This design comes from an exercise in tuning for small area on the open sky130 flow, not from production work. At most, simulation tests tie the RTL to the original design; equivalence was not proved. No functional check of the RTL was part of runs 2 to 4.

[constraint.sdc]
create_clock -name core_clock -period 3.0 [get_ports {clk}]
set_input_delay 0.6000 -clock core_clock [delete_from_list [all_inputs] [get_ports {clk}]]
set_output_delay 0.6000 -clock core_clock [all_outputs]
set_load 0.01 [all_outputs]
[config.mk]
export PLATFORM = sky130hd
export DESIGN_NAME = soc_top
export DESIGN_NICKNAME = soc_top
export VERILOG_FILES = /design/flow/design.v
export SDC_FILE = /design/flow/constraint.sdc
export NUM_CORES = 4
export LEC_CHECK = 0
export CAP_MARGIN = 20
export CORE_MARGIN = 2
export CORE_UTILIZATION = 40
export SLEW_MARGIN = 20
[design.v]
module fsm_engine (
    input  wire        clk,
    input  wire        rst,
    input  wire [3:0]  sensor_in,
    output reg  [2:0]  action_out
);
    typedef enum logic [1:0] {
        IDLE  = 2'b00,
        WALK  = 2'b01,
        TURN  = 2'b10,
        STOP  = 2'b11
    } state_t;
    state_t state, next_state;
    always_ff @(posedge clk or posedge rst) begin
        if (rst)
            state <= IDLE;
        else
            state <= next_state;
    end
    always_comb begin
        case (state)
            IDLE:  next_state = sensor_in[0] ? WALK : IDLE;
            WALK:  next_state = sensor_in[1] ? TURN : WALK;
            TURN:  next_state = sensor_in[2] ? STOP : TURN;
            STOP:  next_state = IDLE;
            default: next_state = IDLE;
        endcase
    end
    always_comb begin
        case (state)
            IDLE:  action_out = 3'b000;
            WALK:  action_out = 3'b001;
            TURN:  action_out = 3'b010;
            STOP:  action_out = 3'b100;
            default: action_out = 3'b000;
        endcase
    end
endmodule
module pid_controller (
    input  wire             clk,
    input  wire             rst,
    input  wire signed [15:0] ref_in,
    input  wire signed [15:0] y,
    output reg  signed [15:0] u_out
);
    reg [15:0] ne, ne1, ne2, jb;
    wire [15:0] ne_d;
    wire ne_d_p0 = y[0] ^ ~ref_in[0];
    wire ne_d_g0 = (y[0] & ~ref_in[0]) | (1'b1 & ne_d_p0);
    wire ne_d_p1 = y[1] ^ ~ref_in[1];
    wire ne_d_g1 = y[1] & ~ref_in[1];
    wire ne_d_p2 = y[2] ^ ~ref_in[2];
    wire ne_d_g2 = y[2] & ~ref_in[2];
    wire ne_d_p3 = y[3] ^ ~ref_in[3];
    wire ne_d_g3 = y[3] & ~ref_in[3];
    wire ne_d_p4 = y[4] ^ ~ref_in[4];
    wire ne_d_g4 = y[4] & ~ref_in[4];
    wire ne_d_p5 = y[5] ^ ~ref_in[5];
    wire ne_d_g5 = y[5] & ~ref_in[5];
    wire ne_d_p6 = y[6] ^ ~ref_in[6];
    wire ne_d_g6 = y[6] & ~ref_in[6];
    wire ne_d_p7 = y[7] ^ ~ref_in[7];
    wire ne_d_g7 = y[7] & ~ref_in[7];
    wire ne_d_p8 = y[8] ^ ~ref_in[8];
    wire ne_d_g8 = y[8] & ~ref_in[8];
    wire ne_d_p9 = y[9] ^ ~ref_in[9];
    wire ne_d_g9 = y[9] & ~ref_in[9];
    wire ne_d_p10 = y[10] ^ ~ref_in[10];
    wire ne_d_g10 = y[10] & ~ref_in[10];
    wire ne_d_p11 = y[11] ^ ~ref_in[11];
    wire ne_d_g11 = y[11] & ~ref_in[11];
    wire ne_d_p12 = y[12] ^ ~ref_in[12];
    wire ne_d_g12 = y[12] & ~ref_in[12];
    wire ne_d_p13 = y[13] ^ ~ref_in[13];
    wire ne_d_g13 = y[13] & ~ref_in[13];
    wire ne_d_p14 = y[14] ^ ~ref_in[14];
    wire ne_d_g14 = y[14] & ~ref_in[14];
    wire ne_d_p15 = y[15] ^ ~ref_in[15];
    wire ne_d_g15 = y[15] & ~ref_in[15];
    wire ne_d_G0_1 = ne_d_g1 | (ne_d_p1 & ne_d_g0);
    wire ne_d_P0_1 = ne_d_p1 & ne_d_p0;
    wire ne_d_G0_3 = ne_d_g3 | (ne_d_p3 & ne_d_g2);
    wire ne_d_P0_3 = ne_d_p3 & ne_d_p2;
    wire ne_d_G0_5 = ne_d_g5 | (ne_d_p5 & ne_d_g4);
    wire ne_d_P0_5 = ne_d_p5 & ne_d_p4;
    wire ne_d_G0_7 = ne_d_g7 | (ne_d_p7 & ne_d_g6);
    wire ne_d_P0_7 = ne_d_p7 & ne_d_p6;
    wire ne_d_G0_9 = ne_d_g9 | (ne_d_p9 & ne_d_g8);
    wire ne_d_P0_9 = ne_d_p9 & ne_d_p8;
    wire ne_d_G0_11 = ne_d_g11 | (ne_d_p11 & ne_d_g10);
    wire ne_d_P0_11 = ne_d_p11 & ne_d_p10;
    wire ne_d_G0_13 = ne_d_g13 | (ne_d_p13 & ne_d_g12);
    wire ne_d_P0_13 = ne_d_p13 & ne_d_p12;
    wire ne_d_G0_15 = ne_d_g15 | (ne_d_p15 & ne_d_g14);
    wire ne_d_P0_15 = ne_d_p15 & ne_d_p14;
    wire ne_d_G1_2 = ne_d_g2 | (ne_d_p2 & ne_d_G0_1);
    wire ne_d_P1_2 = ne_d_p2 & ne_d_P0_1;
    wire ne_d_G1_3 = ne_d_G0_3 | (ne_d_P0_3 & ne_d_G0_1);
    wire ne_d_P1_3 = ne_d_P0_3 & ne_d_P0_1;
    wire ne_d_G1_6 = ne_d_g6 | (ne_d_p6 & ne_d_G0_5);
    wire ne_d_P1_6 = ne_d_p6 & ne_d_P0_5;
    wire ne_d_G1_7 = ne_d_G0_7 | (ne_d_P0_7 & ne_d_G0_5);
    wire ne_d_P1_7 = ne_d_P0_7 & ne_d_P0_5;
    wire ne_d_G1_10 = ne_d_g10 | (ne_d_p10 & ne_d_G0_9);
    wire ne_d_P1_10 = ne_d_p10 & ne_d_P0_9;
    wire ne_d_G1_11 = ne_d_G0_11 | (ne_d_P0_11 & ne_d_G0_9);
    wire ne_d_P1_11 = ne_d_P0_11 & ne_d_P0_9;
    wire ne_d_G1_14 = ne_d_g14 | (ne_d_p14 & ne_d_G0_13);
    wire ne_d_P1_14 = ne_d_p14 & ne_d_P0_13;
    wire ne_d_G1_15 = ne_d_G0_15 | (ne_d_P0_15 & ne_d_G0_13);
    wire ne_d_P1_15 = ne_d_P0_15 & ne_d_P0_13;
    wire ne_d_G2_4 = ne_d_g4 | (ne_d_p4 & ne_d_G1_3);
    wire ne_d_P2_4 = ne_d_p4 & ne_d_P1_3;
    wire ne_d_G2_5 = ne_d_G0_5 | (ne_d_P0_5 & ne_d_G1_3);
    wire ne_d_P2_5 = ne_d_P0_5 & ne_d_P1_3;
    wire ne_d_G2_6 = ne_d_G1_6 | (ne_d_P1_6 & ne_d_G1_3);
    wire ne_d_P2_6 = ne_d_P1_6 & ne_d_P1_3;
    wire ne_d_G2_7 = ne_d_G1_7 | (ne_d_P1_7 & ne_d_G1_3);
    wire ne_d_P2_7 = ne_d_P1_7 & ne_d_P1_3;
    wire ne_d_G2_12 = ne_d_g12 | (ne_d_p12 & ne_d_G1_11);
    wire ne_d_P2_12 = ne_d_p12 & ne_d_P1_11;
    wire ne_d_G2_13 = ne_d_G0_13 | (ne_d_P0_13 & ne_d_G1_11);
    wire ne_d_P2_13 = ne_d_P0_13 & ne_d_P1_11;
    wire ne_d_G2_14 = ne_d_G1_14 | (ne_d_P1_14 & ne_d_G1_11);
    wire ne_d_P2_14 = ne_d_P1_14 & ne_d_P1_11;
    wire ne_d_G2_15 = ne_d_G1_15 | (ne_d_P1_15 & ne_d_G1_11);
    wire ne_d_P2_15 = ne_d_P1_15 & ne_d_P1_11;
    wire ne_d_G3_8 = ne_d_g8 | (ne_d_p8 & ne_d_G2_7);
    wire ne_d_P3_8 = ne_d_p8 & ne_d_P2_7;
    wire ne_d_G3_9 = ne_d_G0_9 | (ne_d_P0_9 & ne_d_G2_7);
    wire ne_d_P3_9 = ne_d_P0_9 & ne_d_P2_7;
    wire ne_d_G3_10 = ne_d_G1_10 | (ne_d_P1_10 & ne_d_G2_7);
    wire ne_d_P3_10 = ne_d_P1_10 & ne_d_P2_7;
    wire ne_d_G3_11 = ne_d_G1_11 | (ne_d_P1_11 & ne_d_G2_7);
    wire ne_d_P3_11 = ne_d_P1_11 & ne_d_P2_7;
    wire ne_d_G3_12 = ne_d_G2_12 | (ne_d_P2_12 & ne_d_G2_7);
    wire ne_d_P3_12 = ne_d_P2_12 & ne_d_P2_7;
    wire ne_d_G3_13 = ne_d_G2_13 | (ne_d_P2_13 & ne_d_G2_7);
    wire ne_d_P3_13 = ne_d_P2_13 & ne_d_P2_7;
    wire ne_d_G3_14 = ne_d_G2_14 | (ne_d_P2_14 & ne_d_G2_7);
    wire ne_d_P3_14 = ne_d_P2_14 & ne_d_P2_7;
    wire ne_d_G3_15 = ne_d_G2_15 | (ne_d_P2_15 & ne_d_G2_7);
    wire ne_d_P3_15 = ne_d_P2_15 & ne_d_P2_7;
    assign ne_d[0] = ne_d_p0 ^ 1'b1;
    assign ne_d[1] = ne_d_p1 ^ ne_d_g0;
    assign ne_d[2] = ne_d_p2 ^ ne_d_G0_1;
    assign ne_d[3] = ne_d_p3 ^ ne_d_G1_2;
    assign ne_d[4] = ne_d_p4 ^ ne_d_G1_3;
    assign ne_d[5] = ne_d_p5 ^ ne_d_G2_4;
    assign ne_d[6] = ne_d_p6 ^ ne_d_G2_5;
    assign ne_d[7] = ne_d_p7 ^ ne_d_G2_6;
    assign ne_d[8] = ne_d_p8 ^ ne_d_G2_7;
    assign ne_d[9] = ne_d_p9 ^ ne_d_G3_8;
    assign ne_d[10] = ne_d_p10 ^ ne_d_G3_9;
    assign ne_d[11] = ne_d_p11 ^ ne_d_G3_10;
    assign ne_d[12] = ne_d_p12 ^ ne_d_G3_11;
    assign ne_d[13] = ne_d_p13 ^ ne_d_G3_12;
    assign ne_d[14] = ne_d_p14 ^ ne_d_G3_13;
    assign ne_d[15] = ne_d_p15 ^ ne_d_G3_14;
    wire [15:0] jb_d = jb + ne2;
    wire [15:0] s1, c1;
    assign s1[0] = jb[0];
    assign c1[0] = 1'b0;
    assign s1[1] = ne[0] ^ ne1[0] ^ jb[1];
    assign c1[1] = (ne[0] & ne1[0]) | (jb[1] & (ne[0] ^ ne1[0]));
    assign s1[2] = ne[1] ^ ne1[1] ^ jb[2];
    assign c1[2] = (ne[1] & ne1[1]) | (jb[2] & (ne[1] ^ ne1[1]));
    assign s1[3] = ne[2] ^ ne1[2] ^ jb[3];
    assign c1[3] = (ne[2] & ne1[2]) | (jb[3] & (ne[2] ^ ne1[2]));
    assign s1[4] = ne[3] ^ ne1[3] ^ jb[4];
    assign c1[4] = (ne[3] & ne1[3]) | (jb[4] & (ne[3] ^ ne1[3]));
    assign s1[5] = ne[4] ^ ne1[4] ^ jb[5];
    assign c1[5] = (ne[4] & ne1[4]) | (jb[5] & (ne[4] ^ ne1[4]));
    assign s1[6] = ne[5] ^ ne1[5] ^ jb[6];
    assign c1[6] = (ne[5] & ne1[5]) | (jb[6] & (ne[5] ^ ne1[5]));
    assign s1[7] = ne[6] ^ ne1[6] ^ jb[7];
    assign c1[7] = (ne[6] & ne1[6]) | (jb[7] & (ne[6] ^ ne1[6]));
    assign s1[8] = ne[7] ^ ne1[7] ^ jb[8];
    assign c1[8] = (ne[7] & ne1[7]) | (jb[8] & (ne[7] ^ ne1[7]));
    assign s1[9] = ne[8] ^ ne1[8] ^ jb[9];
    assign c1[9] = (ne[8] & ne1[8]) | (jb[9] & (ne[8] ^ ne1[8]));
    assign s1[10] = ne[9] ^ ne1[9] ^ jb[10];
    assign c1[10] = (ne[9] & ne1[9]) | (jb[10] & (ne[9] ^ ne1[9]));
    assign s1[11] = ne[10] ^ ne1[10] ^ jb[11];
    assign c1[11] = (ne[10] & ne1[10]) | (jb[11] & (ne[10] ^ ne1[10]));
    assign s1[12] = ne[11] ^ ne1[11] ^ jb[12];
    assign c1[12] = (ne[11] & ne1[11]) | (jb[12] & (ne[11] ^ ne1[11]));
    assign s1[13] = ne[12] ^ ne1[12] ^ jb[13];
    assign c1[13] = (ne[12] & ne1[12]) | (jb[13] & (ne[12] ^ ne1[12]));
    assign s1[14] = ne[13] ^ ne1[13] ^ jb[14];
    assign c1[14] = (ne[13] & ne1[13]) | (jb[14] & (ne[13] ^ ne1[13]));
    assign s1[15] = ne[14] ^ ne1[14] ^ jb[15];
    assign c1[15] = (ne[14] & ne1[14]) | (jb[15] & (ne[14] ^ ne1[14]));
    wire [15:0] u_s;
    wire u_s_p0 = s1[0] ^ 1'b0;
    wire u_s_g0 = (s1[0] & 1'b0) | (1'b0 & u_s_p0);
    wire u_s_p1 = s1[1] ^ c1[0];
    wire u_s_g1 = s1[1] & c1[0];
    wire u_s_p2 = s1[2] ^ c1[1];
    wire u_s_g2 = s1[2] & c1[1];
    wire u_s_p3 = s1[3] ^ c1[2];
    wire u_s_g3 = s1[3] & c1[2];
    wire u_s_p4 = s1[4] ^ c1[3];
    wire u_s_g4 = s1[4] & c1[3];
    wire u_s_p5 = s1[5] ^ c1[4];
    wire u_s_g5 = s1[5] & c1[4];
    wire u_s_p6 = s1[6] ^ c1[5];
    wire u_s_g6 = s1[6] & c1[5];
    wire u_s_p7 = s1[7] ^ c1[6];
    wire u_s_g7 = s1[7] & c1[6];
    wire u_s_p8 = s1[8] ^ c1[7];
    wire u_s_g8 = s1[8] & c1[7];
    wire u_s_p9 = s1[9] ^ c1[8];
    wire u_s_g9 = s1[9] & c1[8];
    wire u_s_p10 = s1[10] ^ c1[9];
    wire u_s_g10 = s1[10] & c1[9];
    wire u_s_p11 = s1[11] ^ c1[10];
    wire u_s_g11 = s1[11] & c1[10];
    wire u_s_p12 = s1[12] ^ c1[11];
    wire u_s_g12 = s1[12] & c1[11];
    wire u_s_p13 = s1[13] ^ c1[12];
    wire u_s_g13 = s1[13] & c1[12];
    wire u_s_p14 = s1[14] ^ c1[13];
    wire u_s_g14 = s1[14] & c1[13];
    wire u_s_p15 = s1[15] ^ c1[14];
    wire u_s_g15 = s1[15] & c1[14];
    wire u_s_G0_1 = u_s_g1 | (u_s_p1 & u_s_g0);
    wire u_s_P0_1 = u_s_p1 & u_s_p0;
    wire u_s_G0_3 = u_s_g3 | (u_s_p3 & u_s_g2);
    wire u_s_P0_3 = u_s_p3 & u_s_p2;
    wire u_s_G0_5 = u_s_g5 | (u_s_p5 & u_s_g4);
    wire u_s_P0_5 = u_s_p5 & u_s_p4;
    wire u_s_G0_7 = u_s_g7 | (u_s_p7 & u_s_g6);
    wire u_s_P0_7 = u_s_p7 & u_s_p6;
    wire u_s_G0_9 = u_s_g9 | (u_s_p9 & u_s_g8);
    wire u_s_P0_9 = u_s_p9 & u_s_p8;
    wire u_s_G0_11 = u_s_g11 | (u_s_p11 & u_s_g10);
    wire u_s_P0_11 = u_s_p11 & u_s_p10;
    wire u_s_G0_13 = u_s_g13 | (u_s_p13 & u_s_g12);
    wire u_s_P0_13 = u_s_p13 & u_s_p12;
    wire u_s_G0_15 = u_s_g15 | (u_s_p15 & u_s_g14);
    wire u_s_P0_15 = u_s_p15 & u_s_p14;
    wire u_s_G1_2 = u_s_g2 | (u_s_p2 & u_s_G0_1);
    wire u_s_P1_2 = u_s_p2 & u_s_P0_1;
    wire u_s_G1_3 = u_s_G0_3 | (u_s_P0_3 & u_s_G0_1);
    wire u_s_P1_3 = u_s_P0_3 & u_s_P0_1;
    wire u_s_G1_6 = u_s_g6 | (u_s_p6 & u_s_G0_5);
    wire u_s_P1_6 = u_s_p6 & u_s_P0_5;
    wire u_s_G1_7 = u_s_G0_7 | (u_s_P0_7 & u_s_G0_5);
    wire u_s_P1_7 = u_s_P0_7 & u_s_P0_5;
    wire u_s_G1_10 = u_s_g10 | (u_s_p10 & u_s_G0_9);
    wire u_s_P1_10 = u_s_p10 & u_s_P0_9;
    wire u_s_G1_11 = u_s_G0_11 | (u_s_P0_11 & u_s_G0_9);
    wire u_s_P1_11 = u_s_P0_11 & u_s_P0_9;
    wire u_s_G1_14 = u_s_g14 | (u_s_p14 & u_s_G0_13);
    wire u_s_P1_14 = u_s_p14 & u_s_P0_13;
    wire u_s_G1_15 = u_s_G0_15 | (u_s_P0_15 & u_s_G0_13);
    wire u_s_P1_15 = u_s_P0_15 & u_s_P0_13;
    wire u_s_G2_4 = u_s_g4 | (u_s_p4 & u_s_G1_3);
    wire u_s_P2_4 = u_s_p4 & u_s_P1_3;
    wire u_s_G2_5 = u_s_G0_5 | (u_s_P0_5 & u_s_G1_3);
    wire u_s_P2_5 = u_s_P0_5 & u_s_P1_3;
    wire u_s_G2_6 = u_s_G1_6 | (u_s_P1_6 & u_s_G1_3);
    wire u_s_P2_6 = u_s_P1_6 & u_s_P1_3;
    wire u_s_G2_7 = u_s_G1_7 | (u_s_P1_7 & u_s_G1_3);
    wire u_s_P2_7 = u_s_P1_7 & u_s_P1_3;
    wire u_s_G2_12 = u_s_g12 | (u_s_p12 & u_s_G1_11);
    wire u_s_P2_12 = u_s_p12 & u_s_P1_11;
    wire u_s_G2_13 = u_s_G0_13 | (u_s_P0_13 & u_s_G1_11);
    wire u_s_P2_13 = u_s_P0_13 & u_s_P1_11;
    wire u_s_G2_14 = u_s_G1_14 | (u_s_P1_14 & u_s_G1_11);
    wire u_s_P2_14 = u_s_P1_14 & u_s_P1_11;
    wire u_s_G2_15 = u_s_G1_15 | (u_s_P1_15 & u_s_G1_11);
    wire u_s_P2_15 = u_s_P1_15 & u_s_P1_11;
    wire u_s_G3_8 = u_s_g8 | (u_s_p8 & u_s_G2_7);
    wire u_s_P3_8 = u_s_p8 & u_s_P2_7;
    wire u_s_G3_9 = u_s_G0_9 | (u_s_P0_9 & u_s_G2_7);
    wire u_s_P3_9 = u_s_P0_9 & u_s_P2_7;
    wire u_s_G3_10 = u_s_G1_10 | (u_s_P1_10 & u_s_G2_7);
    wire u_s_P3_10 = u_s_P1_10 & u_s_P2_7;
    wire u_s_G3_11 = u_s_G1_11 | (u_s_P1_11 & u_s_G2_7);
    wire u_s_P3_11 = u_s_P1_11 & u_s_P2_7;
    wire u_s_G3_12 = u_s_G2_12 | (u_s_P2_12 & u_s_G2_7);
    wire u_s_P3_12 = u_s_P2_12 & u_s_P2_7;
    wire u_s_G3_13 = u_s_G2_13 | (u_s_P2_13 & u_s_G2_7);
    wire u_s_P3_13 = u_s_P2_13 & u_s_P2_7;
    wire u_s_G3_14 = u_s_G2_14 | (u_s_P2_14 & u_s_G2_7);
    wire u_s_P3_14 = u_s_P2_14 & u_s_P2_7;
    wire u_s_G3_15 = u_s_G2_15 | (u_s_P2_15 & u_s_G2_7);
    wire u_s_P3_15 = u_s_P2_15 & u_s_P2_7;
    assign u_s[0] = u_s_p0 ^ 1'b0;
    assign u_s[1] = u_s_p1 ^ u_s_g0;
    assign u_s[2] = u_s_p2 ^ u_s_G0_1;
    assign u_s[3] = u_s_p3 ^ u_s_G1_2;
    assign u_s[4] = u_s_p4 ^ u_s_G1_3;
    assign u_s[5] = u_s_p5 ^ u_s_G2_4;
    assign u_s[6] = u_s_p6 ^ u_s_G2_5;
    assign u_s[7] = u_s_p7 ^ u_s_G2_6;
    assign u_s[8] = u_s_p8 ^ u_s_G2_7;
    assign u_s[9] = u_s_p9 ^ u_s_G3_8;
    assign u_s[10] = u_s_p10 ^ u_s_G3_9;
    assign u_s[11] = u_s_p11 ^ u_s_G3_10;
    assign u_s[12] = u_s_p12 ^ u_s_G3_11;
    assign u_s[13] = u_s_p13 ^ u_s_G3_12;
    assign u_s[14] = u_s_p14 ^ u_s_G3_13;
    assign u_s[15] = u_s_p15 ^ u_s_G3_14;
    always @(posedge clk or posedge rst) begin
        if (rst) begin
            ne    <= 16'd0;
            ne1   <= 16'd0;
            ne2   <= 16'd0;
            jb    <= 16'hffff;
            u_out <= 16'sd0;
        end else begin
            ne    <= ne_d;
            ne1   <= ne;
            ne2   <= ne1;
            jb    <= jb_d;
            u_out <= ~u_s;
        end
    end
endmodule
module soc_top (
    input  wire        clk,
    input  wire        rst,
    input  wire [3:0]  sensor_in,
    input  wire [15:0] y_feedback,
    output wire [15:0] actuator_out
);
    wire [2:0] action_out;
    wire [15:0] ref_val;
    fsm_engine fsm_inst (
        .clk(clk),
        .rst(rst),
        .sensor_in(sensor_in),
        .action_out(action_out)
    );
    assign ref_val = (action_out == 3'b001) ? 16'd1000 :    
                 (action_out == 3'b010) ? -16'd500 :    
                 16'd0;                                 
    pid_controller pid_inst (
        .clk(clk),
        .rst(rst),
        .ref_in(ref_val),
        .y(y_feedback),
        .u_out(actuator_out)
    );
endmodule
[run.sh]
#!/bin/bash
# synth_recipe.tcl (not shown) runs the flow's synth.tcl, then flattens the netlist and writes it again
# the make line also repeats each setting of config.mk as NAME=value (left out here)
make -C /OpenROAD-flow-scripts/flow DESIGN_CONFIG=/design/flow/config.mk WORK_HOME=/design/flow/orfs CLKGATE_MAP_FILE= SYNTH_SCRIPT=/design/flow/synth_recipe.tcl finish
==> flow_metrics.env, run 1 <==
export IMPL_start_util=0.413
export IMPL_die_w_um=107
export IMPL_ios=38
export IMPL_fp_dieH_um=107
export IMPL_drive_gt1_frac=0.120
export IMPL_synthMuxAreaShare=0
export IMPL_synth_top_area_frac=0.387
export IMPL_dpl_cell_count=520
export IMPL_crit_required_ns=3.22
export IMPL_hpwl_um=5490
export IMPL_ys_types=47
export IMPL_rsz0062_at_grt="false"
export IMPL_post_route_min_period_ns=2.86
export IMPL_hp_class="register to register"
export IMPL_critPathSlowestCell="dfstp_2"
export IMPL_wire_per_inst_um=13.3
export IMPL_numCtsBuffers=9
export IMPL_nNetsFinal=483
export IMPL_ant_nets=0
export IMPL_critPathMaxFanout=4
export IMPL_crit_type="register to register"
export IMPL_synth_xor_area_share=0.0657
export IMPL_arrival_ns=3.08
export IMPL_seqCellArea_mm2=0.00207
export IMPL_clock_tree_buffer_depth=2
export IMPL_yosys_area_share_simple=0.0665
export IMPL_setup_viol=0
export IMPL_end_kind="register"
export IMPL_fin_util=0.493
export IMPL_drt_initial_drc_count=63
export IMPL_clk_pin_slew_ns=0.08
export IMPL_vias=2605
export IMPL_worst_slew_pin_slew_ns=0.638
export IMPL_synthCells=345
export IMPL_clock_sinks=82
export IMPL_num_fill_cells=917
export IMPL_io_buffers=36
export IMPL_rows=37
export IMPL_gp_congestion=0.803
export IMPL_ys_seq_area_frac=0.485
export IMPL_drv_slew=0
export IMPL_final_area_mm2=0.00509
export IMPL_fin_crit_sh=0.954
export IMPL_synth_async_reset_ratio=1.00
export IMPL_grt_pass1_wl_um=12600
export IMPL_avgSynthCellArea_um2=12.4
export IMPL_grt_max_degree=48
export IMPL_synthAdderAreaFrac=0.224
export IMPL_synthTopCellsByArea="dfrtp_1, ha_1, dfstp_2, fa_1, xnor2_1"
export IMPL_grt_overflow_total=0
export IMPL_fin_skew_ns=0.00772
export IMPL_viasPerCell=4.85
export IMPL_dieArea_mm2=0.0115
export IMPL_cpLargestDelayFamily="adder cells"
export IMPL_status="timing/DRC/antenna clean"
export IMPL_htreeDepth=3
export IMPL_worst_path_buf_inv=2
export IMPL_yosys_warnings=2
export IMPL_grt_usage=0.144
export IMPL_syn_num_nets=432
export IMPL_routed_wl_um=7140
export IMPL_ys_ff_latch=82
export IMPL_finalSetupTns_ns=0
export IMPL_syn_area_mm2=0.00427
export IMPL_place_area_mm2=0.00483
export IMPL_yosys_area_top_type="dfrtp_1"
export IMPL_cp_start_kind="register"
export IMPL_max_stage_delay_ns=0.55
export IMPL_grt_pass1_vias=2758
export IMPL_antenna_found_initial=0
export IMPL_worstPathCellList="fa_1 > ha_1 > inv_1 > fa_2 > nor2b_1 > o31a_1 > nor2_2 > inv_1 > a21oi_1 > fa_1"
export IMPL_multi_input_area_mm2=0.00209
export IMPL_dr_pass1_iters=4
export IMPL_cts_root_buf="clkbuf_8"
export IMPL_syn2layout_area_growth_pct=19.3
export IMPL_fin_cells=537
export IMPL_cap_violations=0
export IMPL_synth_main_ff_cell="dfrtp_1"
export IMPL_drc=0
export IMPL_final_common_cell="dfrtp_1"
export IMPL_core_area_mm2=0.0103
export IMPL_synth_edff_count=0
export IMPL_synth_compound_area_share=0.131
export IMPL_clkLatencyLatePin_ns=0.36
export IMPL_maxSlewHeadroom=0.574
export IMPL_hold_viol_final=0
export IMPL_diodes=0
export IMPL_cts_tree="done"
export IMPL_layout_common_cells="dfrtp_1, ha_1, clkdlybuf4s50_1, inv_1"
export IMPL_synth_top_family_by_area="adder cells"
export IMPL_fmax_ghz=0.350
==> routing by layer <==
layer | track usage | up-vias | share of wire
met4 | 0.0891 | 0 | 0.031
met1 | 0.186 | 1253 | 0.47
li1 | - | 1299 | -
met2 | 0.217 | 39 | 0.46
met5 | 0 | - | 0
met3 | 0.0345 | 14 | 0.038
==> stage by stage <==
stage | setup slack, ns | hold WS (ns)
after floorplan | 0.318 | 0.331
after global placement | 0.0992 | 0.333
after detailed placement | 0.0908 | 0.350
after CTS | 0.0587 | 0.370
after global routing | 0.0254 | 0.371
final | 0.139 | 0.363
==> cells in the mapped netlist (all sizes together), types with 2 or more instances <==
library cell / instances
a211o: 2
a211oi: 4
a21o: 5
a21oi: 20
a31oi: 3
dfrtp: 66
dfstp: 16
fa: 19
ha: 46
inv: 31
nand2: 5
nand2b: 3
nand3: 5
nand4: 2
nor2: 21
nor2b: 4
nor3: 5
nor4: 2
o211ai: 2
o21a: 5
o21ai: 19
o21bai: 4
o31a: 3
o31ai: 2
or2: 2
xnor2: 17
xor2: 15
==> path summary, 6_finish.rpt <==
check | start | end | slack, ns | cells past startpoint
hold / removal | pid_inst.ne1[15] | pid_inst.ne2[15] | 0.36 | 0
setup reg to reg | pid_inst.jb[2] | pid_inst.u_out[8] | 0.14 | 10
setup / recovery | pid_inst.jb[2] | pid_inst.u_out[8] | 0.14 | 10
max in group asynchronous | rst | pid_inst.jb[4] | 1.68 | 3
hold reg to reg | pid_inst.ne1[15] | pid_inst.ne2[15] | 0.36 | 0
min in group asynchronous | rst | pid_inst.u_out[1] | 0.62 | 2
==> cell families (layout without fill, tap and decap cells) <==
kind of cell / after synthesis / count (layout)
DFF: 82 / 82
and+or+nand+nor: 56 / 56
adders and majority gates: 65 / 65
xor gates and xnor gates: 32 / 32
AOI/OAI and AO/OA: 79 / 79
buffers and inverters: 31 / 87
==> final cells by class <==
class / instances / share of cell area
Clock buffer: 9 / 0.0243
Clock inverter: 7 / 0.0231
Multi-Input combinational cell: 232 / 0.410
Sequential cell: 82 / 0.407
Tap cell: 136 / 0.0334
Timing Repair Buffer: 40 / 0.0791
Inverter: 31 / 0.0231
==> state kept, by name, indices dropped and copies added, names as in the netlist, named ones only <==
register	flops
pid_inst.jb	16
pid_inst.ne	16
pid_inst.ne1	16
fsm_inst.state	1
pid_inst.u_out	16
pid_inst.ne2	16
==> what timing repair did <==
action / 4_1_cts / 5_1_grt
setup endpoints to repair: 0 / 2
hold buffers: 0 / 0
buffers inserted: 0 / 1
resized for setup: 0 / 4
==> inputs of run 2 (changes only) <==
--- a/design.v
+++ b/design.v
@@ -46,12 +46,14 @@
     reg [15:0] ne, ne1, ne2, jb;
     wire [15:0] ne_d;
-    wire ne_d_p0 = y[0] ^ ~ref_in[0];
-    wire ne_d_g0 = (y[0] & ~ref_in[0]) | (1'b1 & ne_d_p0);
-    wire ne_d_p1 = y[1] ^ ~ref_in[1];
-    wire ne_d_g1 = y[1] & ~ref_in[1];
-    wire ne_d_p2 = y[2] ^ ~ref_in[2];
-    wire ne_d_g2 = y[2] & ~ref_in[2];
-    wire ne_d_p3 = y[3] ^ ~ref_in[3];
-    wire ne_d_g3 = y[3] & ~ref_in[3];
+    wire [4:0] ne_d_c;
+    assign ne_d_c[0] = 1'b1;
+    assign ne_d[0] = y[0] ^ ~ref_in[0] ^ ne_d_c[0];
+    assign ne_d_c[1] = (y[0] & ~ref_in[0]) | (ne_d_c[0] & (y[0] ^ ~ref_in[0]));
+    assign ne_d[1] = y[1] ^ ~ref_in[1] ^ ne_d_c[1];
+    assign ne_d_c[2] = (y[1] & ~ref_in[1]) | (ne_d_c[1] & (y[1] ^ ~ref_in[1]));
+    assign ne_d[2] = y[2] ^ ~ref_in[2] ^ ne_d_c[2];
+    assign ne_d_c[3] = (y[2] & ~ref_in[2]) | (ne_d_c[2] & (y[2] ^ ~ref_in[2]));
+    assign ne_d[3] = y[3] ^ ~ref_in[3] ^ ne_d_c[3];
+    assign ne_d_c[4] = (y[3] & ~ref_in[3]) | (ne_d_c[3] & (y[3] ^ ~ref_in[3]));
     wire ne_d_p4 = y[4] ^ ~ref_in[4];
     wire ne_d_g4 = y[4] & ~ref_in[4];
@@ -78,38 +80,30 @@
     wire ne_d_p15 = y[15] ^ ~ref_in[15];
     wire ne_d_g15 = y[15] & ~ref_in[15];
-    wire ne_d_G0_1 = ne_d_g1 | (ne_d_p1 & ne_d_g0);
-    wire ne_d_P0_1 = ne_d_p1 & ne_d_p0;
-    wire ne_d_G0_3 = ne_d_g3 | (ne_d_p3 & ne_d_g2);
-    wire ne_d_P0_3 = ne_d_p3 & ne_d_p2;
-    wire ne_d_G0_5 = ne_d_g5 | (ne_d_p5 & ne_d_g4);
-    wire ne_d_P0_5 = ne_d_p5 & ne_d_p4;
-    wire ne_d_G0_7 = ne_d_g7 | (ne_d_p7 & ne_d_g6);
-    wire ne_d_P0_7 = ne_d_p7 & ne_d_p6;
-    wire ne_d_G0_9 = ne_d_g9 | (ne_d_p9 & ne_d_g8);
-    wire ne_d_P0_9 = ne_d_p9 & ne_d_p8;
-    wire ne_d_G0_11 = ne_d_g11 | (ne_d_p11 & ne_d_g10);
-    wire ne_d_P0_11 = ne_d_p11 & ne_d_p10;
-    wire ne_d_G0_13 = ne_d_g13 | (ne_d_p13 & ne_d_g12);
-    wire ne_d_P0_13 = ne_d_p13 & ne_d_p12;
-    wire ne_d_G0_15 = ne_d_g15 | (ne_d_p15 & ne_d_g14);
-    wire ne_d_P0_15 = ne_d_p15 & ne_d_p14;
-    wire ne_d_G1_2 = ne_d_g2 | (ne_d_p2 & ne_d_G0_1);
-    wire ne_d_P1_2 = ne_d_p2 & ne_d_P0_1;
+    wire ne_d_G0_1 = ne_d_g5 | (ne_d_p5 & ne_d_g4);
+    wire ne_d_P0_1 = ne_d_p5 & ne_d_p4;
+    wire ne_d_G0_3 = ne_d_g7 | (ne_d_p7 & ne_d_g6);
+    wire ne_d_P0_3 = ne_d_p7 & ne_d_p6;
+    wire ne_d_G0_5 = ne_d_g9 | (ne_d_p9 & ne_d_g8);
+    wire ne_d_P0_5 = ne_d_p9 & ne_d_p8;
+    wire ne_d_G0_7 = ne_d_g11 | (ne_d_p11 & ne_d_g10);
+    wire ne_d_P0_7 = ne_d_p11 & ne_d_p10;
+    wire ne_d_G0_9 = ne_d_g13 | (ne_d_p13 & ne_d_g12);
+    wire ne_d_P0_9 = ne_d_p13 & ne_d_p12;
+    wire ne_d_G0_11 = ne_d_g15 | (ne_d_p15 & ne_d_g14);
+    wire ne_d_P0_11 = ne_d_p15 & ne_d_p14;
+    wire ne_d_G1_2 = ne_d_g6 | (ne_d_p6 & ne_d_G0_1);
+    wire ne_d_P1_2 = ne_d_p6 & ne_d_P0_1;
     wire ne_d_G1_3 = ne_d_G0_3 | (ne_d_P0_3 & ne_d_G0_1);
     wire ne_d_P1_3 = ne_d_P0_3 & ne_d_P0_1;
-    wire ne_d_G1_6 = ne_d_g6 | (ne_d_p6 & ne_d_G0_5);
-    wire ne_d_P1_6 = ne_d_p6 & ne_d_P0_5;
+    wire ne_d_G1_6 = ne_d_g10 | (ne_d_p10 & ne_d_G0_5);
+    wire ne_d_P1_6 = ne_d_p10 & ne_d_P0_5;
     wire ne_d_G1_7 = ne_d_G0_7 | (ne_d_P0_7 & ne_d_G0_5);
     wire ne_d_P1_7 = ne_d_P0_7 & ne_d_P0_5;
-    wire ne_d_G1_10 = ne_d_g10 | (ne_d_p10 & ne_d_G0_9);
-    wire ne_d_P1_10 = ne_d_p10 & ne_d_P0_9;
+    wire ne_d_G1_10 = ne_d_g14 | (ne_d_p14 & ne_d_G0_9);
+    wire ne_d_P1_10 = ne_d_p14 & ne_d_P0_9;
     wire ne_d_G1_11 = ne_d_G0_11 | (ne_d_P0_11 & ne_d_G0_9);
     wire ne_d_P1_11 = ne_d_P0_11 & ne_d_P0_9;
-    wire ne_d_G1_14 = ne_d_g14 | (ne_d_p14 & ne_d_G0_13);
-    wire ne_d_P1_14 = ne_d_p14 & ne_d_P0_13;
-    wire ne_d_G1_15 = ne_d_G0_15 | (ne_d_P0_15 & ne_d_G0_13);
-    wire ne_d_P1_15 = ne_d_P0_15 & ne_d_P0_13;
-    wire ne_d_G2_4 = ne_d_g4 | (ne_d_p4 & ne_d_G1_3);
-    wire ne_d_P2_4 = ne_d_p4 & ne_d_P1_3;
+    wire ne_d_G2_4 = ne_d_g8 | (ne_d_p8 & ne_d_G1_3);
+    wire ne_d_P2_4 = ne_d_p8 & ne_d_P1_3;
     wire ne_d_G2_5 = ne_d_G0_5 | (ne_d_P0_5 & ne_d_G1_3);
     wire ne_d_P2_5 = ne_d_P0_5 & ne_d_P1_3;
@@ -118,14 +112,6 @@
     wire ne_d_G2_7 = ne_d_G1_7 | (ne_d_P1_7 & ne_d_G1_3);
     wire ne_d_P2_7 = ne_d_P1_7 & ne_d_P1_3;
-    wire ne_d_G2_12 = ne_d_g12 | (ne_d_p12 & ne_d_G1_11);
-    wire ne_d_P2_12 = ne_d_p12 & ne_d_P1_11;
-    wire ne_d_G2_13 = ne_d_G0_13 | (ne_d_P0_13 & ne_d_G1_11);
-    wire ne_d_P2_13 = ne_d_P0_13 & ne_d_P1_11;
-    wire ne_d_G2_14 = ne_d_G1_14 | (ne_d_P1_14 & ne_d_G1_11);
-    wire ne_d_P2_14 = ne_d_P1_14 & ne_d_P1_11;
-    wire ne_d_G2_15 = ne_d_G1_15 | (ne_d_P1_15 & ne_d_G1_11);
-    wire ne_d_P2_15 = ne_d_P1_15 & ne_d_P1_11;
-    wire ne_d_G3_8 = ne_d_g8 | (ne_d_p8 & ne_d_G2_7);
-    wire ne_d_P3_8 = ne_d_p8 & ne_d_P2_7;
+    wire ne_d_G3_8 = ne_d_g12 | (ne_d_p12 & ne_d_G2_7);
+    wire ne_d_P3_8 = ne_d_p12 & ne_d_P2_7;
     wire ne_d_G3_9 = ne_d_G0_9 | (ne_d_P0_9 & ne_d_G2_7);
     wire ne_d_P3_9 = ne_d_P0_9 & ne_d_P2_7;
@@ -134,28 +120,16 @@
     wire ne_d_G3_11 = ne_d_G1_11 | (ne_d_P1_11 & ne_d_G2_7);
     wire ne_d_P3_11 = ne_d_P1_11 & ne_d_P2_7;
-    wire ne_d_G3_12 = ne_d_G2_12 | (ne_d_P2_12 & ne_d_G2_7);
-    wire ne_d_P3_12 = ne_d_P2_12 & ne_d_P2_7;
-    wire ne_d_G3_13 = ne_d_G2_13 | (ne_d_P2_13 & ne_d_G2_7);
-    wire ne_d_P3_13 = ne_d_P2_13 & ne_d_P2_7;
-    wire ne_d_G3_14 = ne_d_G2_14 | (ne_d_P2_14 & ne_d_G2_7);
-    wire ne_d_P3_14 = ne_d_P2_14 & ne_d_P2_7;
-    wire ne_d_G3_15 = ne_d_G2_15 | (ne_d_P2_15 & ne_d_G2_7);
-    wire ne_d_P3_15 = ne_d_P2_15 & ne_d_P2_7;
-    assign ne_d[0] = ne_d_p0 ^ 1'b1;
-    assign ne_d[1] = ne_d_p1 ^ ne_d_g0;
-    assign ne_d[2] = ne_d_p2 ^ ne_d_G0_1;
-    assign ne_d[3] = ne_d_p3 ^ ne_d_G1_2;
-    assign ne_d[4] = ne_d_p4 ^ ne_d_G1_3;
-    assign ne_d[5] = ne_d_p5 ^ ne_d_G2_4;
-    assign ne_d[6] = ne_d_p6 ^ ne_d_G2_5;
-    assign ne_d[7] = ne_d_p7 ^ ne_d_G2_6;
-    assign ne_d[8] = ne_d_p8 ^ ne_d_G2_7;
-    assign ne_d[9] = ne_d_p9 ^ ne_d_G3_8;
-    assign ne_d[10] = ne_d_p10 ^ ne_d_G3_9;
-    assign ne_d[11] = ne_d_p11 ^ ne_d_G3_10;
-    assign ne_d[12] = ne_d_p12 ^ ne_d_G3_11;
-    assign ne_d[13] = ne_d_p13 ^ ne_d_G3_12;
-    assign ne_d[14] = ne_d_p14 ^ ne_d_G3_13;
-    assign ne_d[15] = ne_d_p15 ^ ne_d_G3_14;
+    assign ne_d[4] = ne_d_p4 ^ ne_d_c[4];
+    assign ne_d[5] = ne_d_p5 ^ (ne_d_g4 | (ne_d_p4 & ne_d_c[4]));
+    assign ne_d[6] = ne_d_p6 ^ (ne_d_G0_1 | (ne_d_P0_1 & ne_d_c[4]));
+    assign ne_d[7] = ne_d_p7 ^ (ne_d_G1_2 | (ne_d_P1_2 & ne_d_c[4]));
+    assign ne_d[8] = ne_d_p8 ^ (ne_d_G1_3 | (ne_d_P1_3 & ne_d_c[4]));
+    assign ne_d[9] = ne_d_p9 ^ (ne_d_G2_4 | (ne_d_P2_4 & ne_d_c[4]));
+    assign ne_d[10] = ne_d_p10 ^ (ne_d_G2_5 | (ne_d_P2_5 & ne_d_c[4]));
+    assign ne_d[11] = ne_d_p11 ^ (ne_d_G2_6 | (ne_d_P2_6 & ne_d_c[4]));
+    assign ne_d[12] = ne_d_p12 ^ (ne_d_G2_7 | (ne_d_P2_7 & ne_d_c[4]));
+    assign ne_d[13] = ne_d_p13 ^ (ne_d_G3_8 | (ne_d_P3_8 & ne_d_c[4]));
+    assign ne_d[14] = ne_d_p14 ^ (ne_d_G3_9 | (ne_d_P3_9 & ne_d_c[4]));
+    assign ne_d[15] = ne_d_p15 ^ (ne_d_G3_10 | (ne_d_P3_10 & ne_d_c[4]));
     wire [15:0] jb_d = jb + ne2;
     wire [15:0] s1, c1;
==> flow/run.sh (new file) <==
#!/bin/bash
# Own layout flow: the standard layout (standard.sh, unchanged synthesis)
# with two changes: the port buffers are sky130_fd_sc_hd__buf_1 instead of
# the cell buffer_ports picks by default, and CTS runs without dummy loads.
set -euo pipefail
CTS="-sink_clustering_enable -repair_clock_nets -dont_use_dummy_load -buf_list \"sky130_fd_sc_hd__clkbuf_4 sky130_fd_sc_hd__clkbuf_8\""
bash standard.sh "BUFFER_PORTS_ARGS=-buffer_cell sky130_fd_sc_hd__buf_1" "CTS_ARGS=$CTS" finish > make_finish.log 2>&1
==> standard.sh (new file) <==
#!/bin/bash
# synth_recipe.tcl (not shown) runs the flow's synth.tcl, then flattens the netlist and writes it again
# the make line also repeats each setting of config.mk as NAME=value (left out here)
make -C /OpenROAD-flow-scripts/flow DESIGN_CONFIG=/design/flow/config.mk WORK_HOME=/design/flow/orfs CLKGATE_MAP_FILE= SYNTH_SCRIPT=/design/flow/synth_recipe.tcl "${@:-finish}"
--- a/config.mk
+++ b/config.mk
@@ -8,4 +8,4 @@
 export CAP_MARGIN = 20
 export CORE_MARGIN = 2
-export CORE_UTILIZATION = 40
+export CORE_UTILIZATION = 65
 export SLEW_MARGIN = 20
removed: run.sh
==> run 2 against run 1 <==
- the run now fails in 4_1_cts
- synthesized cell count shrank 1.2%
- area after synthesis fell by 2.3%
==> flow_metrics.env, run 2 <==
export IMPL_die_w_um=84.1
export IMPL_synth_edff_count=0
export IMPL_status="aborted with a tool error"
export IMPL_io_buffers=36
export IMPL_rows=29
export IMPL_synthCells=341
export IMPL_ys_ff_latch=82
export IMPL_ys_types=45
export IMPL_ios=38
export IMPL_lastStage="4_1_cts"
export IMPL_start_util=0.664
export IMPL_fp_dieH_um=84.1
export IMPL_synth_commonest_cells="dfrtp_1, ha_1, inv_1"
export IMPL_tool_error="[ERROR STA-0564] clock_tree_synthesis positional arguments not supported."
export IMPL_yosys_area_top_type="dfrtp_1"
export IMPL_yosys_warnings=2
export IMPL_gp_congestion=0.793
export IMPL_syn_num_nets=426
export IMPL_synth_top_area_frac=0.396
export IMPL_avgSynthCellArea_um2=12.2
export IMPL_synthTopCellsByArea="dfrtp_1, ha_1, dfstp_2, fa_1, xnor2_1"
export IMPL_pre_cts_ws_ns=-0.102
export IMPL_synth_async_reset_ratio=1.00
export IMPL_synth_main_ff_cell="dfrtp_1"
export IMPL_ys_seq_area_frac=0.497
export IMPL_syn_area_mm2=0.00417
export IMPL_yosysMostFrequentCell="dfrtp_1"
export IMPL_hpwl_um=5160
[run 2: cell types whose count changed after synthesis, sizes merged, moves of 3 or more]
cell and delta:
nand2 +5, a21oi -3, xor2 -4, o21ai -3
[run 2: cell families after synthesis]
logic type | after synthesis | share of synthesized area
buf+inv | 35 | 0.0318
xor+xnor | 29 | 0.0609
flops | 82 | 0.497
fa+ha+maj | 63 | 0.223
simple gates | 58 | 0.0711
compound gates | 74 | 0.116
[run 2: worst min-delay path by stage]
stage | cells after the start | from | slack [ns] | end
2_1_floorplan | 0 | pid_inst.ne[15] | 0.33 | pid_inst.ne1[15]
3_3_place_gp | 0 | pid_inst.ne1[15] | 0.33 | pid_inst.ne2[15]
3_5_place_dp | 0 | pid_inst.ne[15] | 0.34 | pid_inst.ne1[15]
[run 2: stage by stage]
| step | instance area, um2 | instances | util | hold WS [ns] |
|---|---|---|---|---|
| 3_5_place_dp | 4420 | 456 | 0.705 | 0.337 |
| 3_3_place_gp | 4420 | 456 | 0.705 | 0.333 |
| 2_1_floorplan | 4170 | 341 | - | 0.331 |
==> inputs of run 3 (changes only) <==
--- a/design.v
+++ b/design.v
@@ -132,5 +132,91 @@
     assign ne_d[14] = ne_d_p14 ^ (ne_d_G3_9 | (ne_d_P3_9 & ne_d_c[4]));
     assign ne_d[15] = ne_d_p15 ^ (ne_d_G3_10 | (ne_d_P3_10 & ne_d_c[4]));
-    wire [15:0] jb_d = jb + ne2;
+    wire [15:0] jb_d;
+    wire [4:0] jb_d_c;
+    assign jb_d_c[0] = 1'b0;
+    assign jb_d[0] = jb[0] ^ ne2[0] ^ jb_d_c[0];
+    assign jb_d_c[1] = (jb[0] & ne2[0]) | (jb_d_c[0] & (jb[0] ^ ne2[0]));
+    assign jb_d[1] = jb[1] ^ ne2[1] ^ jb_d_c[1];
+    assign jb_d_c[2] = (jb[1] & ne2[1]) | (jb_d_c[1] & (jb[1] ^ ne2[1]));
+    assign jb_d[2] = jb[2] ^ ne2[2] ^ jb_d_c[2];
+    assign jb_d_c[3] = (jb[2] & ne2[2]) | (jb_d_c[2] & (jb[2] ^ ne2[2]));
+    assign jb_d[3] = jb[3] ^ ne2[3] ^ jb_d_c[3];
+    assign jb_d_c[4] = (jb[3] & ne2[3]) | (jb_d_c[3] & (jb[3] ^ ne2[3]));
+    wire jb_d_p4 = jb[4] ^ ne2[4];
+    wire jb_d_g4 = jb[4] & ne2[4];
+    wire jb_d_p5 = jb[5] ^ ne2[5];
+    wire jb_d_g5 = jb[5] & ne2[5];
+    wire jb_d_p6 = jb[6] ^ ne2[6];
+    wire jb_d_g6 = jb[6] & ne2[6];
+    wire jb_d_p7 = jb[7] ^ ne2[7];
+    wire jb_d_g7 = jb[7] & ne2[7];
+    wire jb_d_p8 = jb[8] ^ ne2[8];
+    wire jb_d_g8 = jb[8] & ne2[8];
+    wire jb_d_p9 = jb[9] ^ ne2[9];
+    wire jb_d_g9 = jb[9] & ne2[9];
+    wire jb_d_p10 = jb[10] ^ ne2[10];
+    wire jb_d_g10 = jb[10] & ne2[10];
+    wire jb_d_p11 = jb[11] ^ ne2[11];
+    wire jb_d_g11 = jb[11] & ne2[11];
+    wire jb_d_p12 = jb[12] ^ ne2[12];
+    wire jb_d_g12 = jb[12] & ne2[12];
+    wire jb_d_p13 = jb[13] ^ ne2[13];
+    wire jb_d_g13 = jb[13] & ne2[13];
+    wire jb_d_p14 = jb[14] ^ ne2[14];
+    wire jb_d_g14 = jb[14] & ne2[14];
+    wire jb_d_p15 = jb[15] ^ ne2[15];
+    wire jb_d_g15 = jb[15] & ne2[15];
+    wire jb_d_G0_1 = jb_d_g5 | (jb_d_p5 & jb_d_g4);
+    wire jb_d_P0_1 = jb_d_p5 & jb_d_p4;
+    wire jb_d_G0_3 = jb_d_g7 | (jb_d_p7 & jb_d_g6);
+    wire jb_d_P0_3 = jb_d_p7 & jb_d_p6;
+    wire jb_d_G0_5 = jb_d_g9 | (jb_d_p9 & jb_d_g8);
+    wire jb_d_P0_5 = jb_d_p9 & jb_d_p8;
+    wire jb_d_G0_7 = jb_d_g11 | (jb_d_p11 & jb_d_g10);
+    wire jb_d_P0_7 = jb_d_p11 & jb_d_p10;
+    wire jb_d_G0_9 = jb_d_g13 | (jb_d_p13 & jb_d_g12);
+    wire jb_d_P0_9 = jb_d_p13 & jb_d_p12;
+    wire jb_d_G0_11 = jb_d_g15 | (jb_d_p15 & jb_d_g14);
+    wire jb_d_P0_11 = jb_d_p15 & jb_d_p14;
+    wire jb_d_G1_2 = jb_d_g6 | (jb_d_p6 & jb_d_G0_1);
+    wire jb_d_P1_2 = jb_d_p6 & jb_d_P0_1;
+    wire jb_d_G1_3 = jb_d_G0_3 | (jb_d_P0_3 & jb_d_G0_1);
+    wire jb_d_P1_3 = jb_d_P0_3 & jb_d_P0_1;
+    wire jb_d_G1_6 = jb_d_g10 | (jb_d_p10 & jb_d_G0_5);
+    wire jb_d_P1_6 = jb_d_p10 & jb_d_P0_5;
+    wire jb_d_G1_7 = jb_d_G0_7 | (jb_d_P0_7 & jb_d_G0_5);
+    wire jb_d_P1_7 = jb_d_P0_7 & jb_d_P0_5;
+    wire jb_d_G1_10 = jb_d_g14 | (jb_d_p14 & jb_d_G0_9);
+    wire jb_d_P1_10 = jb_d_p14 & jb_d_P0_9;
+    wire jb_d_G1_11 = jb_d_G0_11 | (jb_d_P0_11 & jb_d_G0_9);
+    wire jb_d_P1_11 = jb_d_P0_11 & jb_d_P0_9;
+    wire jb_d_G2_4 = jb_d_g8 | (jb_d_p8 & jb_d_G1_3);
+    wire jb_d_P2_4 = jb_d_p8 & jb_d_P1_3;
+    wire jb_d_G2_5 = jb_d_G0_5 | (jb_d_P0_5 & jb_d_G1_3);
+    wire jb_d_P2_5 = jb_d_P0_5 & jb_d_P1_3;
+    wire jb_d_G2_6 = jb_d_G1_6 | (jb_d_P1_6 & jb_d_G1_3);
+    wire jb_d_P2_6 = jb_d_P1_6 & jb_d_P1_3;
+    wire jb_d_G2_7 = jb_d_G1_7 | (jb_d_P1_7 & jb_d_G1_3);
+    wire jb_d_P2_7 = jb_d_P1_7 & jb_d_P1_3;
+    wire jb_d_G3_8 = jb_d_g12 | (jb_d_p12 & jb_d_G2_7);
+    wire jb_d_P3_8 = jb_d_p12 & jb_d_P2_7;
+    wire jb_d_G3_9 = jb_d_G0_9 | (jb_d_P0_9 & jb_d_G2_7);
+    wire jb_d_P3_9 = jb_d_P0_9 & jb_d_P2_7;
+    wire jb_d_G3_10 = jb_d_G1_10 | (jb_d_P1_10 & jb_d_G2_7);
+    wire jb_d_P3_10 = jb_d_P1_10 & jb_d_P2_7;
+    wire jb_d_G3_11 = jb_d_G1_11 | (jb_d_P1_11 & jb_d_G2_7);
+    wire jb_d_P3_11 = jb_d_P1_11 & jb_d_P2_7;
+    assign jb_d[4] = jb_d_p4 ^ jb_d_c[4];
+    assign jb_d[5] = jb_d_p5 ^ (jb_d_g4 | (jb_d_p4 & jb_d_c[4]));
+    assign jb_d[6] = jb_d_p6 ^ (jb_d_G0_1 | (jb_d_P0_1 & jb_d_c[4]));
+    assign jb_d[7] = jb_d_p7 ^ (jb_d_G1_2 | (jb_d_P1_2 & jb_d_c[4]));
+    assign jb_d[8] = jb_d_p8 ^ (jb_d_G1_3 | (jb_d_P1_3 & jb_d_c[4]));
+    assign jb_d[9] = jb_d_p9 ^ (jb_d_G2_4 | (jb_d_P2_4 & jb_d_c[4]));
+    assign jb_d[10] = jb_d_p10 ^ (jb_d_G2_5 | (jb_d_P2_5 & jb_d_c[4]));
+    assign jb_d[11] = jb_d_p11 ^ (jb_d_G2_6 | (jb_d_P2_6 & jb_d_c[4]));
+    assign jb_d[12] = jb_d_p12 ^ (jb_d_G2_7 | (jb_d_P2_7 & jb_d_c[4]));
+    assign jb_d[13] = jb_d_p13 ^ (jb_d_G3_8 | (jb_d_P3_8 & jb_d_c[4]));
+    assign jb_d[14] = jb_d_p14 ^ (jb_d_G3_9 | (jb_d_P3_9 & jb_d_c[4]));
+    assign jb_d[15] = jb_d_p15 ^ (jb_d_G3_10 | (jb_d_P3_10 & jb_d_c[4]));
     wire [15:0] s1, c1;
     assign s1[0] = jb[0];
==> flow/run.sh (replaced) <==
#!/bin/bash
# Own layout flow: the standard layout (standard.sh, unchanged synthesis)
# with two changes: the port buffers are sky130_fd_sc_hd__buf_1 instead of
# the cell buffer_ports picks by default, and CTS uses clkbuf_4 (root) and
# clkbuf_8 (sinks) without dummy loads.
set -euo pipefail
CTS="-sink_clustering_enable -repair_clock_nets -dont_use_dummy_load -buf_list {sky130_fd_sc_hd__clkbuf_4 sky130_fd_sc_hd__clkbuf_8} -root_buf sky130_fd_sc_hd__clkbuf_4 -sink_buffer_max_cap_derate 0.01"
bash standard.sh "BUFFER_PORTS_ARGS=-buffer_cell sky130_fd_sc_hd__buf_1" "CTS_ARGS=$CTS" finish > make_finish.log 2>&1
--- a/config.mk
+++ b/config.mk
@@ -6,6 +6,6 @@
 export NUM_CORES = 4
 export LEC_CHECK = 0
-export CAP_MARGIN = 20
+export CAP_MARGIN = 10
 export CORE_MARGIN = 2
-export CORE_UTILIZATION = 65
-export SLEW_MARGIN = 20
+export CORE_UTILIZATION = 60
+export SLEW_MARGIN = 10
==> run 3 against run 2 <==
- the run now finishes clean
- synthesized cell count shrank 11%
- area after synthesis shrank 4.5%
==> flow_metrics.env, run 3 <==
export IMPL_critPathSlowestCell="dfstp_2"
export IMPL_cap_violations=0
export IMPL_yosysMostFrequentCell="dfrtp_1"
export IMPL_viasPerCell=5.29
export IMPL_drv_slew=0
export IMPL_maxSlewHeadroom=0.664
export IMPL_pre_cts_ws_ns=-0.177
export IMPL_fin_skew_ns=0.0288
export IMPL_cp_start_kind="register"
export IMPL_final_area_mm2=0.00446
export IMPL_fmax_ghz=0.342
export IMPL_cts_root_buf="clkbuf_4"
export IMPL_arrival_ns=3.21
export IMPL_cts_tree="done"
export IMPL_drc=0
export IMPL_hold_buffers=0
export IMPL_dieArea_mm2=0.00730
export IMPL_clk_pin_slew_ns=0.11
export IMPL_multi_input_area_mm2=0.00189
export IMPL_io_buffers=36
export IMPL_ys_ff_latch=82
export IMPL_num_fill_cells=480
export IMPL_core_area_mm2=0.00639
export IMPL_clkLatencyLatePin_ns=0.42
export IMPL_grt_pass1_wl_um=10600
export IMPL_synth_top_area_frac=0.415
export IMPL_avgSynthCellArea_um2=13.2
export IMPL_grt_overflow_total=0
export IMPL_ant_nets=0
export IMPL_layout_common_cells="dfrtp_1, ha_1, buf_1, inv_1, fa_1"
export IMPL_die_w_um=85.5
export IMPL_routed_wl_um=5950
export IMPL_yosys_area_top_type="dfrtp_1"
export IMPL_synthTopCellsByArea="dfrtp_1, ha_1, fa_1, dfstp_2, xnor2_1"
export IMPL_synth_edff_count=0
export IMPL_post_route_min_period_ns=2.92
export IMPL_nNetsFinal=449
export IMPL_critPathMaxFanout=4
export IMPL_grt_usage=0.190
export IMPL_max_stage_delay_ns=0.56
export IMPL_final_common_cell="dfrtp_1"
export IMPL_rsz0062_at_grt="true"
export IMPL_drive_gt1_frac=0.157
export IMPL_seqCellArea_mm2=0.00207
export IMPL_crit_required_ns=3.29
export IMPL_fin_crit_sh=0.974
export IMPL_place_area_mm2=0.00429
export IMPL_wire_per_inst_um=13.6
export IMPL_diodes=0
export IMPL_ios=38
export IMPL_fin_ws_ns=0.0790
export IMPL_numCtsBuffers=9
export IMPL_holdWs_ns=0.172
export IMPL_yosys_warnings=2
export IMPL_grt_max_degree=32
export IMPL_clock_sinks=82
export IMPL_syn_num_nets=387
export IMPL_start_util=0.623
export IMPL_synth_commonest_cells="dfrtp_1, ha_1, inv_1"
export IMPL_fp_dieH_um=85.5
export IMPL_syn2layout_area_growth_pct=12.0
export IMPL_worst_slew_pin_slew_ns=0.504
export IMPL_rows=29
export IMPL_antenna_found_initial=0
export IMPL_setup_viol=0
export IMPL_gp_congestion=0.771
export IMPL_synth_main_ff_cell="dfrtp_1"
export IMPL_clock_tree_buffer_depth=2
export IMPL_status="timing/DRC/antenna clean"
export IMPL_synth_async_reset_ratio=1.00
export IMPL_ys_types=39
export IMPL_crit_type="register to register"
export IMPL_synthCells=302
export IMPL_vias=2323
export IMPL_ys_seq_area_frac=0.520
export IMPL_drt_initial_drc_count=36
export IMPL_hp_class="input pin to async pin"
export IMPL_hpwl_um=4630
export IMPL_dr_pass1_iters=4
export IMPL_grt_pass1_vias=2355
export IMPL_syn_area_mm2=0.00398
export IMPL_hold_viol_final=0
export IMPL_end_kind="register"
export IMPL_worstPathCellList="fa_1 > ha_1 > inv_1 > fa_2 > nor2b_4 > o2111a_1 > or4b_4 > a311oi_4 > nand4b_1 > nand4_1"
export IMPL_htreeDepth=3
## run 3: path summary, 6_finish.rpt
check                                 start            endpoint  slack (ns)  depth (start not counted)
setup reg to reg             pid_inst.jb[2]  pid_inst.u_out[15]        0.08                         10
hold reg to reg            pid_inst.ne1[15]    pid_inst.ne2[15]        0.36                          0
min in group core_clock       y_feedback[0]      pid_inst.ne[0]        0.30                          1
hold / removal                          rst     pid_inst.ne[13]        0.17                          2
max in group asynchronous               rst      pid_inst.jb[6]        2.06                          3
setup / recovery             pid_inst.jb[2]  pid_inst.u_out[15]        0.08                         10
## run 3: cells by family after synthesis
family,after synthesis,synth area share
adders and majority gates,63,0.239
AOI/OAI and AO/OA,51,0.0842
DFF,82,0.520
buffers and inverters,24,0.0226
and+or+nand+nor,53,0.0695
xor gates and xnor gates,29,0.0638
## run 3: area by class of cell
type / instances / share of cell area
Clock buffer: 9 / 0.0151
Inverter: 24 / 0.0205
Multi-Input combinational cell: 196 / 0.423
Sequential cell: 82 / 0.465
Tap cell: 77 / 0.0216
Timing Repair Buffer: 51 / 0.0555
## run 3: worst max-delay path: cells and delay by family, from the launching register on
kind                     cells  cell delay (ns)
adder cells (fa/ha/maj)      3             0.81
AND/OR/NAND/NOR              4             0.79
AO/OA/AOI/OAI                2             0.58
flip-flops                   1             0.56
buffers and inverters        1             0.06
## run 3: per-layer routing
metal	global-route usage	wire length [um]	vias up	share of wire
li1	-	-	1151	-
met1	0.274	2980	1120	0.50
met2	0.281	2650	43	0.44
met3	0.0389	228	9	0.038
met4	0.0866	94	0	0.016
met5	0	0	-	0
## run 3: through the flow
step	std cells	utilization	TNS, ns
after floorplan	302	-	0
after global placement	424	0.672	-0.181
after detailed placement	424	0.672	-0.446
after CTS	438	0.693	0
after global routing	439	0.698	-0.115
final	439	0.698	0
## run 3: repair_timing
item	in CTS	in global routing
resized for setup	7	5
buffers inserted	5	1
pin swaps	5	7
setup endpoints to repair	8	6
==> inputs of run 4 (changes only) <==
==> flow/run.sh (replaced) <==
#!/bin/bash
# Own layout flow. It is the standard layout (standard.sh) with these
# changes:
#  - synthesis: the standard flow's own synthesis script (synth_recipe.tcl, so the same
#    passes, register names and flattening) except that ABC maps the logic
#    with flow/abc.script, an area-leaning script, in place of ORFS's
#    delay-driven abc_speed.script;
#  - the port buffers are sky130_fd_sc_hd__buf_1 (buffer_ports -buffer_cell);
#  - CTS uses sky130_fd_sc_hd__clkbuf_4 and no dummy loads.
# Every tool's output goes to a log file in this folder (make_*.log) and,
# as usual, to orfs/logs/.
set -euo pipefail
HERE=$(pwd)
sed "s#source \$::env(SCRIPTS_DIR)/synth.tcl#source $HERE/synth_orfs.tcl#" synth_recipe.tcl > synth_custom.tcl
grep -q "source $HERE/synth_orfs.tcl" synth_custom.tcl
sed "/synth_preamble.tcl/a set abc_args [lreplace \$abc_args 1 1 $HERE/flow/abc.script]" "$FLOW_HOME/scripts/synth.tcl" > synth_orfs.tcl
grep -q "flow/abc.script" synth_orfs.tcl
CTS="-sink_clustering_enable -repair_clock_nets -dont_use_dummy_load -buf_list sky130_fd_sc_hd__clkbuf_8"
bash standard.sh "SYNTH_SCRIPT=$HERE/synth_custom.tcl" \
  "BUFFER_PORTS_ARGS=-buffer_cell sky130_fd_sc_hd__buf_1" \
  "CTS_ARGS=$CTS" finish > make_finish.log 2>&1
==> flow/abc.script (new file) <==
&get -n
&st
&dch
&nf
&st
&syn2
&dch
&nf
&st
&syn2
&dch
&nf
&put
buffer -c
topo
stime -c
upsize -c
dnsize -c
--- a/config.mk
+++ b/config.mk
@@ -6,6 +6,6 @@
 export NUM_CORES = 4
 export LEC_CHECK = 0
-export CAP_MARGIN = 10
+export CAP_MARGIN = 20
 export CORE_MARGIN = 2
-export CORE_UTILIZATION = 60
-export SLEW_MARGIN = 10
+export CORE_UTILIZATION = 65
+export SLEW_MARGIN = 20
==> run 4 against run 3 <==
- now fails the layout checks on setup timing
- sequential share of layout area is 2.2 points lower
- register-to-register slack worse by 0.87 ns
- utilization is 15 points higher
- non-clock buffer count is 40 higher
- cell count is 1.4% higher
- worst hold slack better by 0.18 ns
- die area is 12% lower
- synthesized cell count is 9.6% lower
- wire length is 13% higher
- critical path type unchanged
==> flow_metrics.env, run 4 <==
export IMPL_ys_types=25
export IMPL_io_buffers=36
export IMPL_holdWs_ns=0.350
export IMPL_viasPerCell=5.18
export IMPL_cts_tree="done"
export IMPL_avgSynthCellArea_um2=13.8
export IMPL_fin_crit_sh=1.27
export IMPL_yosysMostFrequentCell="dfrtp_1"
export IMPL_violations="setup timing"
export IMPL_crit_type="register to register"
export IMPL_worst_slew_pin_slew_ns=0.715
export IMPL_grt_overflow_total=0
export IMPL_fmax_ghz=0.263
export IMPL_synth_top_area_frac=0.439
export IMPL_synthCells=273
export IMPL_cp_start_kind="register"
export IMPL_nNetsFinal=460
export IMPL_synth_main_ff_cell="dfrtp_1"
export IMPL_drc=0
export IMPL_clk_pin_slew_ns=0.06
export IMPL_clock_tree_buffer_depth=2
export IMPL_ys_seq_area_frac=0.551
export IMPL_hold_buffers=0
export IMPL_syn_area_mm2=0.00376
export IMPL_rows=27
export IMPL_critPathMaxFanout=2
export IMPL_fin_ws_ns=-0.796
export IMPL_drive_gt1_frac=0.322
export IMPL_setup_viol=12
export IMPL_syn2layout_area_growth_pct=24.4
export IMPL_maxSlewHeadroom=0.523
export IMPL_synth_commonest_cells="dfrtp_1, ha_1, inv_1"
export IMPL_arrival_ns=4.06
export IMPL_drt_initial_drc_count=116
export IMPL_final_common_cell="dfrtp_1"
export IMPL_fp_dieH_um=80.1
export IMPL_grt_pass1_vias=2462
export IMPL_routed_wl_um=6720
export IMPL_status="complete, but fails checks"
export IMPL_dr_pass1_iters=4
export IMPL_ys_ff_latch=82
export IMPL_die_w_um=80.1
export IMPL_synth_async_reset_ratio=1.00
export IMPL_ant_nets=0
export IMPL_core_area_mm2=0.00554
export IMPL_rsz0062_at_grt="true"
export IMPL_hp_class="register to register"
-- run 4: changes by cell type after synthesis, moves of 4 or more --
cell / change
a21o_1: -4
nand3_1: -4
a21oi_1: -15
o21a_1: +11
or2_2: +6
xor2_1: -7
xnor2_1: -5
nor3_1: +13
nand2_1: -6
o21ai_0: -5
-- run 4: path summary, 6_finish.rpt --
path	from	endpoint	slack, ns	depth (start not counted)
max in group asynchronous	rst	pid_inst.jb[15]	1.89	3
hold reg to reg	pid_inst.ne[15]	pid_inst.ne1[15]	0.35	0
setup reg to reg	pid_inst.jb[0]	pid_inst.jb[15]	-0.80	16
min in group asynchronous	rst	pid_inst.u_out[10]	0.36	2
setup / recovery	pid_inst.jb[0]	pid_inst.jb[15]	-0.80	16
hold / removal	pid_inst.ne[15]	pid_inst.ne1[15]	0.35	0
-- run 4: layout make-up --
cell class | count | area (um2)
clock buffers | 9 | 124
fillers | 291 | 862
flip-flops and latches | 82 | 2070
inverters | 26 | 100
multi-input cells | 165 | 1720
repair buffers | 91 | 572
well taps | 72 | 90.1
-- run 4: cells by family (layout without fill, tap and decap cells) --
| logic type | after synthesis | count (layout) | synth area share |
|---|---|---|---|
| AOI/OAI and AO/OA | 33 | 33 | 0.0649 |
| xor gates and xnor gates | 17 | 17 | 0.0396 |
| DFF | 82 | 82 | 0.551 |
| and+or+nand+nor | 52 | 52 | 0.0652 |
| adders and majority gates | 63 | 63 | 0.253 |
| buffers and inverters | 26 | 126 | 0.0259 |
-- run 4: worst max-delay path: stages, from the launching register on --
cell and delay [ns]:
dfstp_2 0.37, ha_2 0.17, fa_2 0.34, fa_2 0.36, fa_2 0.36, a21o_1 0.19
a21oi_2 0.17, nor2b_2 0.07, o21a_1 0.19, o21a_1 0.20, o21a_1 0.20, o21a_1 0.20
o311a_1 0.30, o21a_1 0.21, o21a_1 0.19, nor2_2 0.09, xnor2_1 0.12
-- run 4: metrics by stage --
step / cells / area (um2) / setup slack [ns] / utilization
after global routing: 445 / 4680 / -0.929 / 0.844
after floorplan: 273 / 3800 / -0.653 / -
after CTS: 445 / 4630 / -0.688 / 0.835
final: 445 / 4680 / -0.796 / 0.844
after detailed placement: 413 / 4280 / -0.696 / 0.772
after global placement: 413 / 4280 / -0.629 / 0.772
-- run 4: routing by layer --
layer,vias up,share of wire,track usage
li1,1100,-,-
met1,1137,0.44,0.310
met2,55,0.50,0.389
met3,11,0.042,0.0674
met4,0,0.016,0.0610
met5,-,0,0
-- run 4: timing repair --
action	4_1_cts	5_1_grt
buffers inserted	24	8
endpoints found under the hold margin	0	0
resized for setup	13	14
setup endpoints to repair	13	18
pin swaps	14	14

-- separate check: timing with driven ports --
The results above use ideal ports. As a check the final layouts listed here were re-extracted and re-timed, cells and wires unchanged. Step 1 assumes that a clkbuf_16 drives the clock port and a buf_2 every other input. Step 2 also shifts input and output timing later by t, the mid clock arrival at the registers, as if the neighbouring blocks saw the same clock. Slacks: ideal / step 1 / step 2; pairs: ideal / step 1.
run	t, ns	slack for setup (ns)	worst hold slack (ns)	worst setup path at the end	pins driven straight from the clock port
run 1	0.385	0.139 / 0.139 / 0.139	0.363 / 0.363 / 0.363	register to register	1
run 3	0.428	0.079 / 0.079 / 0.079	0.172 / 0.169 / 0.364	register to register	1
run 4	0.364	-0.796 / -0.796 / -0.796	0.350 / 0.348 / 0.350	register to register	1
